This is an optimization exercise on Yosys and OpenROAD, whose aim is small area, a short achievable clock period and few clock cycles per item, not a production implementation.
The RTL was checked by simulation tests, not by an equivalence proof against the original design.
No activity file was given, so power comes from the tool's default toggle rates.

### run.sh
#!/bin/bash
# synth_recipe.tcl (not shown) runs the flow's synth.tcl, then flattens the netlist and writes it again
# the make line also repeats each setting of config.mk as NAME=value (left out here)
make -C /OpenROAD-flow-scripts/flow DESIGN_CONFIG=/design/flow/config.mk WORK_HOME=/design/flow/orfs CLKGATE_MAP_FILE= SYNTH_SCRIPT=/design/flow/synth_recipe.tcl finish
### config.mk
export PLATFORM = sky130hd
export DESIGN_NAME = err_estimat
export DESIGN_NICKNAME = err_estimat
export VERILOG_FILES = /design/flow/design.v
export SDC_FILE = /design/flow/constraint.sdc
export NUM_CORES = 4
export LEC_CHECK = 0
export CAP_MARGIN = 20
export CORE_MARGIN = 2
export CORE_UTILIZATION = 40
export PLACE_DENSITY = 0.6
export SLEW_MARGIN = 20
### constraint.sdc
create_clock -name core_clock -period 10.0 [get_ports {clk}]
set_input_delay 2.0000 -clock core_clock [delete_from_list [all_inputs] [get_ports {clk}]]
set_output_delay 2.0000 -clock core_clock [all_outputs]
set_load 0.01 [all_outputs]
### design.v
`timescale 1ns / 1ps
module qadd
#(
    parameter Q = 23,
    parameter N = 32
)
(
    input  wire         clk        ,
    input  wire         rst        ,
    input  wire         i_start    ,
    input  wire [N-1:0] addend     ,
    input  wire [N-1:0] adder      ,
    output wire [N-1:0] add_res    ,
    output wire         add_res_vld
);
reg [N-1:0] res;
reg         res_vld;
assign add_res = res;
assign add_res_vld = res_vld;
always @(posedge clk) begin
if(rst)begin
    res[N-1:0] <= {N{1'b0}};
    res_vld    <= 1'b0;
end else if(i_start) begin
    res_vld <= 1'b1;
    if(addend[N-1] == adder[N-1]) begin            
        res[N-2:0] = addend[N-2:0] + adder[N-2:0];
        res[N-1] = addend[N-1];
    end else if(addend[N-1] == 0 && adder[N-1] == 1) begin
        if( addend[N-2:0] > adder[N-2:0] ) begin
            res[N-2:0] = addend[N-2:0] - adder[N-2:0];
            res[N-1] = 0;
        end else begin
            res[N-2:0] = adder[N-2:0] - addend[N-2:0];
            if (res[N-2:0] == 0)
                res[N-1] = 0;
            else
                res[N-1] = 1;
        end
    end else begin
        if( addend[N-2:0] > adder[N-2:0] ) begin
            res[N-2:0] = addend[N-2:0] - adder[N-2:0];
            if (res[N-2:0] == 0)
              res[N-1] = 0;
            else
              res[N-1] = 1;
        end else begin
            res[N-2:0] = adder[N-2:0] - addend[N-2:0];
            res[N-1] = 0;
        end
    end
end else begin
    res[N-1:0] <= res[N-1:0]; 
    res_vld    <= 1'b0;
end end
endmodule
`timescale 1ns / 1ps
module qdiv
#(
    parameter Q = 23,
    parameter N = 32
)
(
    input  wire          i_clk         ,
    input  wire          i_rst         ,
    input  wire          i_start       ,
    input  wire  [N-1:0] i_dividend    ,
    input  wire  [N-1:0] i_divisor     ,
    output wire  [N-1:0] o_quotient_out,
    output wire          o_complete    ,
    output wire          o_overflow
);
reg [2*N+Q-3:0] reg_working_quotient;
reg [N-1:0]     reg_quotient;
reg [N-2+Q:0]   reg_working_dividend;
reg [2*N+Q-3:0] reg_working_divisor;
reg [N-1:0]     reg_count;
reg         reg_done;      
reg         reg_sign;      
reg         reg_overflow;    
assign o_quotient_out[N-2:0] = reg_quotient[N-2:0];  
assign o_quotient_out[N-1] = reg_sign;             
assign o_complete = reg_done;
assign o_overflow = reg_overflow;
always @( posedge i_clk ) begin
    if(i_rst)begin
        reg_done <= 1'b1;
        reg_count <= 0; 
        reg_working_quotient <= 0;
        reg_working_dividend <= 0;
        reg_working_divisor <= 0;
        reg_overflow <= 1'b0;
    end else if(   i_start ) begin                    
        reg_done <= 1'b0;
        reg_count <= N+Q-1;                      
        reg_working_quotient <= 0;
        reg_working_dividend <= 0;
        reg_working_divisor <= 0;
        reg_overflow <= 1'b0;
        reg_working_dividend[N+Q-2:Q] <= i_dividend[N-2:0];        
        reg_working_divisor[2*N+Q-3:N+Q-1] <= i_divisor[N-2:0];    
        reg_sign <= i_dividend[N-1] ^ i_divisor[N-1];    
    end else if(!reg_done) begin
        reg_working_divisor <= reg_working_divisor >> 1;   
        reg_count <= reg_count - 1;                
        if(reg_working_dividend >= reg_working_divisor) begin
            reg_working_quotient[reg_count] <= 1'b1;                     
            reg_working_dividend <= reg_working_dividend - reg_working_divisor;  
        end
        if(reg_count == 0) begin
            reg_done <= 1'b1;
            reg_quotient <= reg_working_quotient;
            if (reg_working_quotient[2*N+Q-3:N]>0)
                reg_overflow <= 1'b1;
        end else
            reg_count <= reg_count - 1;
    end
end
endmodule
`timescale 1ns / 1ns
module alt_cal_s1
#(
   parameter s1_coef1 = 32'b1_1100_1100_1101_0010_1010_0001_1110,  
   parameter s1_coef2 = 32'b101_0101_0101_0101_0111_0001,  
   parameter s1_coef3 = 32'b11_0001_0100_1101_0110_0101_0011_0110,  
   parameter recip_s1_amp = 6'd48,
   parameter s1_coef_amp = 6'd22
)
(
   input  wire [00:0] rst      ,
   input  wire [00:0] clk      ,
   input  wire [00:0] i_start  ,
   input wire  [20:0] i_nv     ,
   input wire  [24:0] i_nu     ,
   input wire  [20:0] i_no     ,
   output reg  [00:0] o_s1_busy,
   output reg  [31:0] o_s1     ,
   output reg  [00:0] o_s1_vld ,
   output reg  [00:0] o_s1_error
);
reg [50:0]  k0xnv;
reg [50:0]  k1xnu;
reg [50:0]  k2xno;
reg k0xnv_cpld,k1xnu_cpld,k2xno_cpld;
always@(posedge clk)
    if(rst) k0xnv <= 51'h0;
    else if(i_start) k0xnv[50:0] <= i_nv[20:0]*s1_coef1;
    else k0xnv[50:0] <= k0xnv[50:0];
always@(posedge clk)
    if(rst) k1xnu[50:0] <= 51'h0;
    else if(i_start) k1xnu[50:0] <= i_nu[24:0]*s1_coef2;
    else k1xnu[50:0] <= k1xnu[50:0];
always@(posedge clk)
    if(rst) k2xno[50:0] <= 51'h0;
    else if(i_start) k2xno[50:0] <= i_no[20:0]*s1_coef3;
    else k2xno[50:0] <= k2xno[50:0];
always@(posedge clk)
    if(rst) k0xnv_cpld <= 1'h0;
    else k0xnv_cpld <= i_start;
wire [51:0]add_res0,add_res1;
wire       add_res0_vld,add_res1_vld;
qadd #(.Q(1),.N(52))qadd_inst0
(
    .rst           (rst),
    .clk           (clk),
    .i_start       (k0xnv_cpld),
    .addend        ({1'b0,k0xnv}),
    .adder         ({1'b1,k1xnu}),
    .add_res       (add_res0),
    .add_res_vld   (add_res0_vld)
 );
qadd #(.Q(1),.N(52))qadd_inst1
(
    .rst           (rst),
    .clk           (clk),
    .i_start       (add_res0_vld),
    .addend        (add_res0),
    .adder         ({1'b1,k2xno}),
    .add_res       (add_res1),
    .add_res_vld   (add_res1_vld)
 );
reg [31:0] div,a;
reg        div_vld;
always@(posedge clk)
    if(rst)
        div <= 'h0;
    else if(add_res1_vld)
        div <=  add_res1[51:s1_coef_amp]; 
     else
         div <= div;
always@(posedge clk) div_vld <= add_res1_vld;
reg add_res1_vld_reg;
always@(posedge clk)
    if(rst)begin
    	  o_s1 <= 'h0;
    	  o_s1_vld <= 1'b0;
    end else if(add_res1[51])begin
    	  o_s1 <= 'h0;
    	  o_s1_vld <= div_vld;    	
    end else begin
    	  o_s1 <= div;
    	  o_s1_vld <= div_vld;     	
    end
always@(posedge clk)
    if(rst) o_s1_busy <= 1'b0;
    else if(i_start) o_s1_busy <= 1'b1;
    else if(add_res1_vld) o_s1_busy <= 1'b0;
    else  o_s1_busy <= o_s1_busy;
always@(posedge clk)
    if(rst) o_s1_error <= 1'b0;
    else if(i_start) o_s1_error <= 1'b0;
    else if( (add_res1_vld&&add_res1[51]) || (add_res0_vld&&add_res0[51]))
        o_s1_error <= 1'b1;
    else if(add_res0_vld&&add_res0[50:0]==0)
        o_s1_error <= 1'b1;
    else o_s1_error <= o_s1_error;
endmodule
 `timescale 1ns / 1ns
module alt_cal_e1
#(
    parameter e1_coef1 = 32'b101_1000_0110_1001_1110_0110_1000_0001,  
    parameter e1_coef2 = 33'b1010_0000_0000_0000_0000_0000_0000_0000,  
    parameter recip_s1_amp = 6'd48,
    parameter e1_coef_amp  = 5'd24
)
(
    input  wire [00:0] rst      ,
    input  wire [00:0] clk      ,
    input  wire [00:0] i_start  ,
    input  wire [20:0] i_mv     ,
    input  wire [20:0] i_mo     ,
    input  wire [31:0] i_s1     ,
    input  wire [00:0] i_s1_vld ,
    output reg  [00:0] o_e1_busy,
    output reg  [31:0] o_e1     ,
    output reg  [00:0] o_e1_vld ,
    output reg  [00:0] o_e1_error
);
wire [63:0] CONST0;
wire [63:0] CONST1;  
assign CONST0 = {1'b1 ,{recip_s1_amp{1'b0}}}; 
assign CONST1 = {1'b1 ,{e1_coef_amp{1'b0}}};
reg [52:0] k3xmv,k4xmo;
reg         k3xmv_cpld;
reg [52+recip_s1_amp:0]k3xmv_amp,k4xmo_amp;
reg k3xmv_cpld_amp;
reg [52+recip_s1_amp:0]k3xmv_amp_div,k4xmo_amp_div;
reg k3xmv_vld_amp_div;
always@(posedge clk)
    if(rst) k3xmv <= 53'h0;
    else if(i_start) k3xmv[52:0] <= i_mv[20:0]*e1_coef1;
    else k3xmv[52:0] <= k3xmv[52:0];
always@(posedge clk)
    if(rst) k4xmo[52:0] <= 53'h0;
    else if(i_start) k4xmo[52:0] <= i_mo[20:0]*e1_coef2;
    else k4xmo[52:0] <= k4xmo[52:0];
always@(posedge clk)
    if(rst) k3xmv_cpld <= 1'h0;
    else k3xmv_cpld <= i_start;
always@(posedge clk)
    if(rst) k3xmv_amp <= 'h0;
    else if(k3xmv_cpld) k3xmv_amp <= {k3xmv,{recip_s1_amp{1'b0}}};
    else k3xmv_amp <= k3xmv_amp;
always@(posedge clk)
    if(rst) k4xmo_amp <= 'h0;
    else if(k3xmv_cpld) k4xmo_amp <= {k4xmo,{recip_s1_amp{1'b0}}};
    else k4xmo_amp <= k4xmo_amp;
always@(posedge clk)
    if(rst) k3xmv_cpld_amp <= 1'h0;
    else k3xmv_cpld_amp <= k3xmv_cpld;
wire [53+recip_s1_amp:0]  add_res;
wire         add_res_vld;
qadd
#(
    .Q (0),
    .N (54+recip_s1_amp)
)
qadd_inst0
(
    .rst           (rst),
    .clk           (clk),
    .i_start       (k3xmv_cpld_amp),
    .addend        ({1'b0,k3xmv_amp}),
    .adder         ({1'b1,k4xmo_amp}),
    .add_res       (add_res),
    .add_res_vld   (add_res_vld)
 );
reg [31:0] div;
reg        div_vld;
wire [31:0] qdiv;
wire   qdiv_cpld;
reg    qdiv_cpld_reg;
wire qdiv_vld;
reg [53:0]i_1divs1;
reg i_1divs1_vld;
always@(posedge clk)
    if(rst)
        i_1divs1 <= 'h0;
    else if(i_s1_vld)
        i_1divs1 <= add_res[53+recip_s1_amp:recip_s1_amp];
    else
        i_1divs1 <= i_1divs1;
 always@(posedge clk)begin
     i_1divs1_vld <= i_s1_vld;
     div_vld <= i_1divs1_vld;
 end
qdiv #(.Q (0),.N (54))qdiv_int
(
    .i_clk             (clk),
    .i_rst             (rst),
    .i_start           (i_1divs1_vld),
    .i_dividend        (i_1divs1),
    .i_divisor         ({22'h0,i_s1}),
    .o_quotient_out    (qdiv),
    .o_complete        (qdiv_cpld),
    .o_overflow        ()
);
always@(posedge clk)
    if(rst) qdiv_cpld_reg <= 1'b1;
    else qdiv_cpld_reg <= qdiv_cpld;
assign qdiv_vld = !qdiv_cpld_reg&qdiv_cpld ? 1'b1 : 1'b0;
always@(posedge clk)
    if(rst) begin
         o_e1 <= 'h0;
         o_e1_vld <= 1'b0;
    end else if(i_s1==0)begin
         o_e1 <= 0;
         o_e1_vld <= qdiv_vld;   
    end else if(i_s1==0)begin
         o_e1 <= 0;
         o_e1_vld <= qdiv_vld;         
    end else if(add_res[53+recip_s1_amp])begin
         o_e1 <= 0;
         o_e1_vld <= qdiv_vld;    	
    end else begin
         o_e1 <= qdiv;
         o_e1_vld <= qdiv_vld;
    end
always@(posedge clk)
    if(rst) o_e1_busy <= 1'b0;
    else if(i_start) o_e1_busy <= 1'b1;
    else if(qdiv_vld) o_e1_busy <= 1'b0;
    else  o_e1_busy <= o_e1_busy;
always@(posedge clk)
    if(rst) o_e1_error <= 1'b0;
    else if(i_start) o_e1_error <= 1'b0;
    else if(add_res[53+recip_s1_amp]&&add_res_vld)o_e1_error <= 1'b1;
    else if(add_res[52+recip_s1_amp:0]==0&&add_res_vld)o_e1_error <= 1'b1;
    else if( o_e1_vld && (o_e1>CONST1) || (o_e1<0) )o_e1_error <= 1'b1;
    else o_e1_error <= o_e1_error;
endmodule
`timescale 1ns / 1ns
module err_estimat
#(
   parameter s1_coef1       = 32'b00111001_10011010_01010100_00111101,  
   parameter s1_coef2       = 32'b00000000_01001100_10000001_10010001,  
   parameter s1_coef3       = 32'b01100010_10011010_11001010_01101011,  
   parameter e1_coef1       = 32'b10110000_11010011_11001101_00000010,  
   parameter e1_coef2       = 33'b1_01000000_00000000_00000000_00000000,  
   parameter s1_coef_amp    = 6'd22,
   parameter recip_s1_amp   = 6'd48,
   parameter e1_coef_amp    = 5'd24
)
(
   input wire         clk,
   input wire         rst,
   input wire         i_start,
   input wire  [20:0] i_nv,
   input wire  [24:0] i_nu,
   input wire  [20:0] i_no,
   input wire  [20:0] i_mv,
   input wire  [20:0] i_mo,
   output reg  [31:0] o_s1,
   output reg  [31:0] o_e1,
   output reg         o_vld,
   output reg         o_error
);
reg  [20:0] i_nv_reg    ;
reg  [24:0] i_nu_reg    ;
reg  [20:0] i_no_reg    ;
reg  [20:0] i_mv_reg    ;
reg  [20:0] i_mo_reg    ;
reg         i_start_reg0;
reg         i_start_reg1;
reg         err_cal_start;
always@(posedge clk)i_start_reg0 <= i_start;
always@(posedge clk)i_start_reg1 <= i_start_reg0;
always@(posedge clk)
    if(rst) err_cal_start <= 1'b0;
    else if(~i_start_reg1 & i_start_reg0) err_cal_start <= 1'b1;
    else err_cal_start <= 1'b0;
always@(posedge clk)
    if(rst) begin
         i_nv_reg    <= 'h0;
         i_nu_reg    <= 'h0;
         i_no_reg    <= 'h0;
         i_mv_reg    <= 'h0;
         i_mo_reg    <= 'h0;
    end else if(~i_start_reg0 & i_start)begin
         i_nv_reg    <= i_nv;
         i_nu_reg    <= i_nu;
         i_no_reg    <= i_no;
         i_mv_reg    <= i_mv;
         i_mo_reg    <= i_mo;
    end
wire cal_s1_busy,cal_e1_busy,s1_error;
wire [31:0]s1;
wire       s1_vld;
alt_cal_s1
#(
    .s1_coef1          (s1_coef1),
    .s1_coef2          (s1_coef2),
    .s1_coef3          (s1_coef3),
    .recip_s1_amp      (recip_s1_amp),
    .s1_coef_amp       (s1_coef_amp)
)
cal_s1_inst
(
    .rst               (rst),
    .clk               (clk),
    .i_start           (err_cal_start),
    .i_nv              (i_nv_reg),
    .i_nu              (i_nu_reg),
    .i_no              (i_no_reg),
    .o_s1_busy         (cal_s1_busy),
    .o_s1              (s1),
    .o_s1_vld          (s1_vld),
    .o_s1_error        (s1_error)
);
wire [31:0]e1;
wire e1_vld;
wire e1_error;
alt_cal_e1
#(
    .e1_coef1          (e1_coef1),
    .e1_coef2          (e1_coef2),
    .recip_s1_amp      (recip_s1_amp),
    .e1_coef_amp       (e1_coef_amp)
)
cal_e1_inst
(
    .rst               (rst),
    .clk               (clk),
    .i_start           (err_cal_start),
    .i_mv              (i_mv_reg),
    .i_mo              (i_mo_reg),
    .i_s1              (s1),
    .i_s1_vld          (s1_vld),
    .o_e1_busy         (cal_e1_busy),
    .o_e1              (e1),
    .o_e1_vld          (e1_vld),
    .o_e1_error        (e1_error)
);
wire [31:0] CONST1 = 32'd1 << e1_coef_amp;
always@(posedge clk)
    if(rst) begin
         o_s1    <= 32'h0;
         o_e1    <= 32'h0;
         o_vld   <= 1'b0;
         o_error <= 1'b0;
    end else begin
         o_vld   <= e1_vld;
         if(e1_vld) begin
             o_s1    <= s1;
             o_e1    <= e1;
             o_error <= s1_error | e1_error | (e1 > CONST1);
         end
    end
endmodule
==> notes.md <==
[cell families after synthesis]
kind of cell	after synthesis	synth area share
other cells	1	0.0000390
flops	1020	0.215
xor+xnor	499	0.0454
simple gates	2844	0.138
buf+inv	1946	0.0768
mux	504	0.0526
compound gates	2214	0.149
fa+ha+maj	2058	0.323
[synthesized netlist by cell type (14+ instances only)]
library cell and number:
ha_1 1344, edfxtp_1 32, nor3_1 155, clkbuf_1 386
xor2_1 188, or4_1 19, buf_1 54, a21o_1 250
dfxtp_1 988, o21ai_0 345, nand2b_1 61, a31o_2 19
a2111oi_0 24, nand3_1 146, inv_1 1460, o311ai_0 17
a31oi_1 58, o21bai_1 106, nor4_1 110, nor3b_1 14
a311oi_1 57, a211oi_1 152, and4_1 23, o31ai_1 44
nor2b_1 83, nand2_1 757, o211ai_1 40, o22ai_1 62
o21a_1 70, nand3b_1 16, and3_1 60, a22o_1 15
and2_1 93, nor2_1 1053, mux2i_1 492, a21oi_1 729
a221oi_1 29, nand4_1 119, or3_1 49, fa_1 714
buf_2 28, xnor2_1 311, o221ai_1 18, or2_2 37
[final cells by class]
| cell class | count | area, µm² | area share |
|---|---|---|---|
| timing repair buffer | 235 | 2220 | 0.0211 |
| antenna | 1 | 2.50 | 0.0000238 |
| sequential | 1020 | 20800 | 0.198 |
| clock inverter | 80 | 993 | 0.00946 |
| clock buffer | 150 | 3370 | 0.0321 |
| inverter | 1466 | 5500 | 0.0524 |
| multi-input combinational | 8121 | 68200 | 0.649 |
| tap | 3185 | 3990 | 0.0379 |
[power by group through the flow]
stage / Combinational, µW / Sequential (µW) / Clock, µW
after floorplan: 7160 / 4410 / 0
after global placement: 10300 / 4540 / 0
after detailed placement: 10300 / 4540 / 0
after CTS: 10400 / 4450 / 4890
after global routing: 11500 / 4470 / 5050
final: 10600 / 4460 / 4760
[path summary, 6_finish.rpt]
check	from	slack [ps]	endpoint	depth (start not counted)
max	i_no_reg[19]	1740	cal_s1_inst.k2xno[49]	25
min	cal_e1_inst.qdiv_cpld_reg	380	cal_e1_inst.o_e1_vld	1
max reg2reg	i_no_reg[19]	1740	cal_s1_inst.k2xno[49]	25
min reg2reg	cal_e1_inst.qdiv_cpld_reg	380	cal_e1_inst.o_e1_vld	1
[routing by layer]
metal | wire [µm] | global-route usage
met1 | 153000 | 0.370
met3 | 16200 | 0.0280
met4 | 7970 | 0.0635
met5 | 0 | 0
met2 | 142000 | 0.409
[worst register-to-register path, stage by stage (launching register included)]
cell	delay (ps)
dfxtp_1	540
inv_1	140
ha_1	340
inv_1	90
fa_1	530
inv_1	60
fa_1	600
fa_1	490
fa_1	530
inv_1	60
fa_1	440
fa_1	520
ha_1	420
a21o_1	220
a21o_1	190
a21o_1	190
a21o_1	180
a211o_1	310
a2111oi_0	770
buf_4	240
nor3_1	70
nor2_1	210
nor2_1	100
a2111oi_0	520
xor2_1	200
o22ai_1	80
[metrics by stage]
step                      hold slack, ps  power [µW]  area [µm²]  instances  utilization
after floorplan                      329       11600       96200      11087            -
after global placement               366       14800      101000      14027        0.420
after detailed placement             373       14900      101000      14027        0.420
after CTS                            383       19700      105000      14257        0.438
after global routing                 395       21000      105000      14258        0.438
final                                382       19800      105000      14258        0.438
==> flow_results.xml <==
<?xml version="1.0" encoding="UTF-8"?>
<metrics>
  <group name="floorplan">
    <metric name="core.rowCount" unit="">180</metric>
    <metric name="design.core.area" unit="µm²">240000</metric>
    <metric name="fp.dieArea" unit="µm²">245000</metric>
    <metric name="top_level_ports" unit="">178</metric>
    <metric name="initial_standard_cell_utilization_of_the_core" unit="">0.401</metric>
    <metric name="die_height" unit="µm">495</metric>
    <metric name="dieWidth" unit="µm">495</metric>
  </group>
  <group name="logic_synthesis">
    <metric name="synth_area_leaders" unit="">dfxtp_1 21%, ha_1 17%, fa_1 15%, inv_1 5.7%, mux2i_1 5.1%</metric>
    <metric name="combined_area_of_all_synthesized_cells" unit="µm²">96200</metric>
    <metric name="synth_enable_flop_cells" unit="">32</metric>
    <metric name="dominantRegCellSynth" unit="">dfxtp_1</metric>
    <metric name="syn-instance-count" unit="">11086</metric>
    <metric name="yosysTopAreaCellShare" unit="">0.206</metric>
    <metric name="postSynthAreaPerCell" unit="µm²">8.68</metric>
    <metric name="synth_sequential_area_ratio" unit="">0.215</metric>
    <metric name="synth-async-reset-ratio" unit="">0</metric>
    <metric name="synth.distinct_cells" unit="">112</metric>
    <metric name="synth_top_cell_by_area" unit="">dfxtp_1</metric>
    <metric name="synth.yosys.warnings" unit="">7</metric>
    <metric name="postSynthRegisterBits" unit="">1020</metric>
  </group>
  <group name="timing">
    <metric name="slew_viol_final" unit="">0</metric>
    <metric name="setup_tns" unit="ps">0</metric>
    <metric name="finalWorstSetupSlack" unit="ps">1740</metric>
    <metric name="tightest_slew" unit="ps">1090</metric>
    <metric name="finalWorstPathRequiredPeriod" unit="ps">8260</metric>
    <metric name="rsz_0062_raised_after_global_routing" unit="">no</metric>
    <metric name="max_freq" unit="GHz">0.121</metric>
    <metric name="max_slew_margin" unit="">0.271</metric>
    <metric name="worst_clock_skew" unit="ps">61.2</metric>
    <metric name="final.period_utilization" unit="">0.826</metric>
    <metric name="final-hold-violation-count" unit="">0</metric>
    <metric name="final-setup-viol-count" unit="">0</metric>
  </group>
  <group name="power_and_ir_drop">
    <metric name="power.density_cell_area" unit="nW/µm²">188</metric>
    <metric name="internal-power" unit="µW">10900</metric>
    <metric name="clock_power_share" unit="">0.241</metric>
    <metric name="power.sequential.fraction" unit="">0.225</metric>
    <metric name="total_leakage_power" unit="µW">0.0499</metric>
    <metric name="power.share.switching" unit="">0.451</metric>
    <metric name="pwr-share-comb" unit="">0.534</metric>
    <metric name="switching_power" unit="µW">8910</metric>
    <metric name="worst_ir_drop_vdd" unit="mV">0.166</metric>
  </group>
  <group name="clocking">
    <metric name="post-cts-setup-buffers" unit="">0</metric>
    <metric name="ctsRootBufferMaster" unit="">clkbuf_16</metric>
    <metric name="cts_num_sinks" unit="">1020</metric>
    <metric name="cts_tree" unit="">done</metric>
    <metric name="clk_latency" unit="ps">820</metric>
    <metric name="cts_buffers" unit="">121</metric>
    <metric name="holdBufCountCts" unit="">0</metric>
    <metric name="cts-root-to-sink-buffers" unit="">3</metric>
    <metric name="post_cts.resized_instances" unit="">0</metric>
    <metric name="clock_h_tree_levels" unit="">3</metric>
    <metric name="path_clk_slew" unit="ps">60</metric>
  </group>
  <group name="worst_setup_path">
    <metric name="cp_slowest_stage_delay" unit="ps">770</metric>
    <metric name="worst_ep_arrival_time" unit="ps">8870</metric>
    <metric name="cp_top_family" unit="">adder cells</metric>
    <metric name="critPathSlowestCell" unit="">a2111oi_0</metric>
    <metric name="worst-endpoint-required" unit="ps">10610</metric>
    <metric name="worst_setup_end_kind" unit="">register</metric>
    <metric name="timing.setup.critical_path_class" unit="">register to register</metric>
    <metric name="startpoint_type" unit="">register</metric>
    <metric name="cp_common_cell" unit="">fa_1</metric>
    <metric name="path_buf_inv" unit="">5</metric>
    <metric name="timing.critical_path.fanout_max" unit="">8</metric>
  </group>
  <group name="worst_hold_path">
    <metric name="hold_path.class" unit="">register to register</metric>
  </group>
  <group name="drt">
    <metric name="postRouteWirelength" unit="µm">319000</metric>
    <metric name="drt_drc_violations_left" unit="">0</metric>
    <metric name="routedWlPerCell" unit="µm">22.3</metric>
    <metric name="detail_route.iter0.violations" unit="">6309</metric>
    <metric name="drt_first_pass_iters" unit="">6</metric>
    <metric name="post_route_antenna_net_violation_count" unit="">0</metric>
    <metric name="vias" unit="">78339</metric>
    <metric name="via_per_inst" unit="">5.49</metric>
  </group>
  <group name="global_route">
    <metric name="grt_max_degree" unit="">136</metric>
    <metric name="grt_antenna_before_repair" unit="">7</metric>
    <metric name="vias_in_the_first_global_route" unit="">77985</metric>
    <metric name="globalRoute.totalOverflow" unit="">0</metric>
    <metric name="grt.total_usage" unit="">0.257</metric>
    <metric name="grt_first_pass_wirelength" unit="µm">486000</metric>
  </group>
  <group name="place">
    <metric name="dp_slack" unit="ps">1870</metric>
    <metric name="port_buffers" unit="">175</metric>
    <metric name="place.gp.congestion" unit="">0.979</metric>
    <metric name="dp_hpwl" unit="µm">262000</metric>
  </group>
  <group name="layout">
    <metric name="registers.top_by_ff_count" unit="">cal_e1_inst.qdiv_int.reg_working_divisor</metric>
    <metric name="layout-area-overhead-vs-synth" unit="%">9.14</metric>
    <metric name="drive_gt1_frac" unit="">0.0385</metric>
    <metric name="count_of_filler_cells_inserted_in_the_layout" unit="">23765</metric>
    <metric name="final_nets" unit="">13135</metric>
    <metric name="layout_common_cells" unit="">1,458 x inv_1, 1,344 x ha_1, 1,051 x nor2_1</metric>
    <metric name="largest_register_ffs" unit="">83</metric>
    <metric name="regs_by_ff_count" unit="">cal_e1_inst.qdiv_int.reg_working_divisor x83, cal_e1_inst.qdiv_int.reg_count x54</metric>
    <metric name="mostFrequentLayoutCell" unit="">inv_1</metric>
  </group>
  <group name="run">
    <metric name="cap_viol_max_count" unit="">0</metric>
  </group>
  <group name="run_status">
    <metric name="status" unit="">no timing/DRC/antenna violations</metric>
  </group>
</metrics>
Testbench counts, summed over its fixed seeds: cycles 78,000, items 1,200.

## afterwards: timing with drivers on the ports
The flow's constraints put no driver on any port. The routed layout listed below was extracted and timed again, unchanged, in two steps. Step 1 assumes that a clkbuf_16 drives the clock port and a buf_2 every other input. Step 2 moves the port delays by t, midway between the first and last clock arrival at a register: inputs arrive t later, outputs are due t later. That takes back most of the time a late clock gives input paths. a / b / c = ideal ports / drivers / drivers and shift; a / b = the first two.
t, ns: 0.891
slack for setup (ns): 1.743 / 1.743 / 1.743
worst slew at a driven data input, ns: 0.09
After both steps this run still meets setup and hold. The setup slack of this run moves by 0.000 ns with the drivers and by 0.000 ns with both steps.
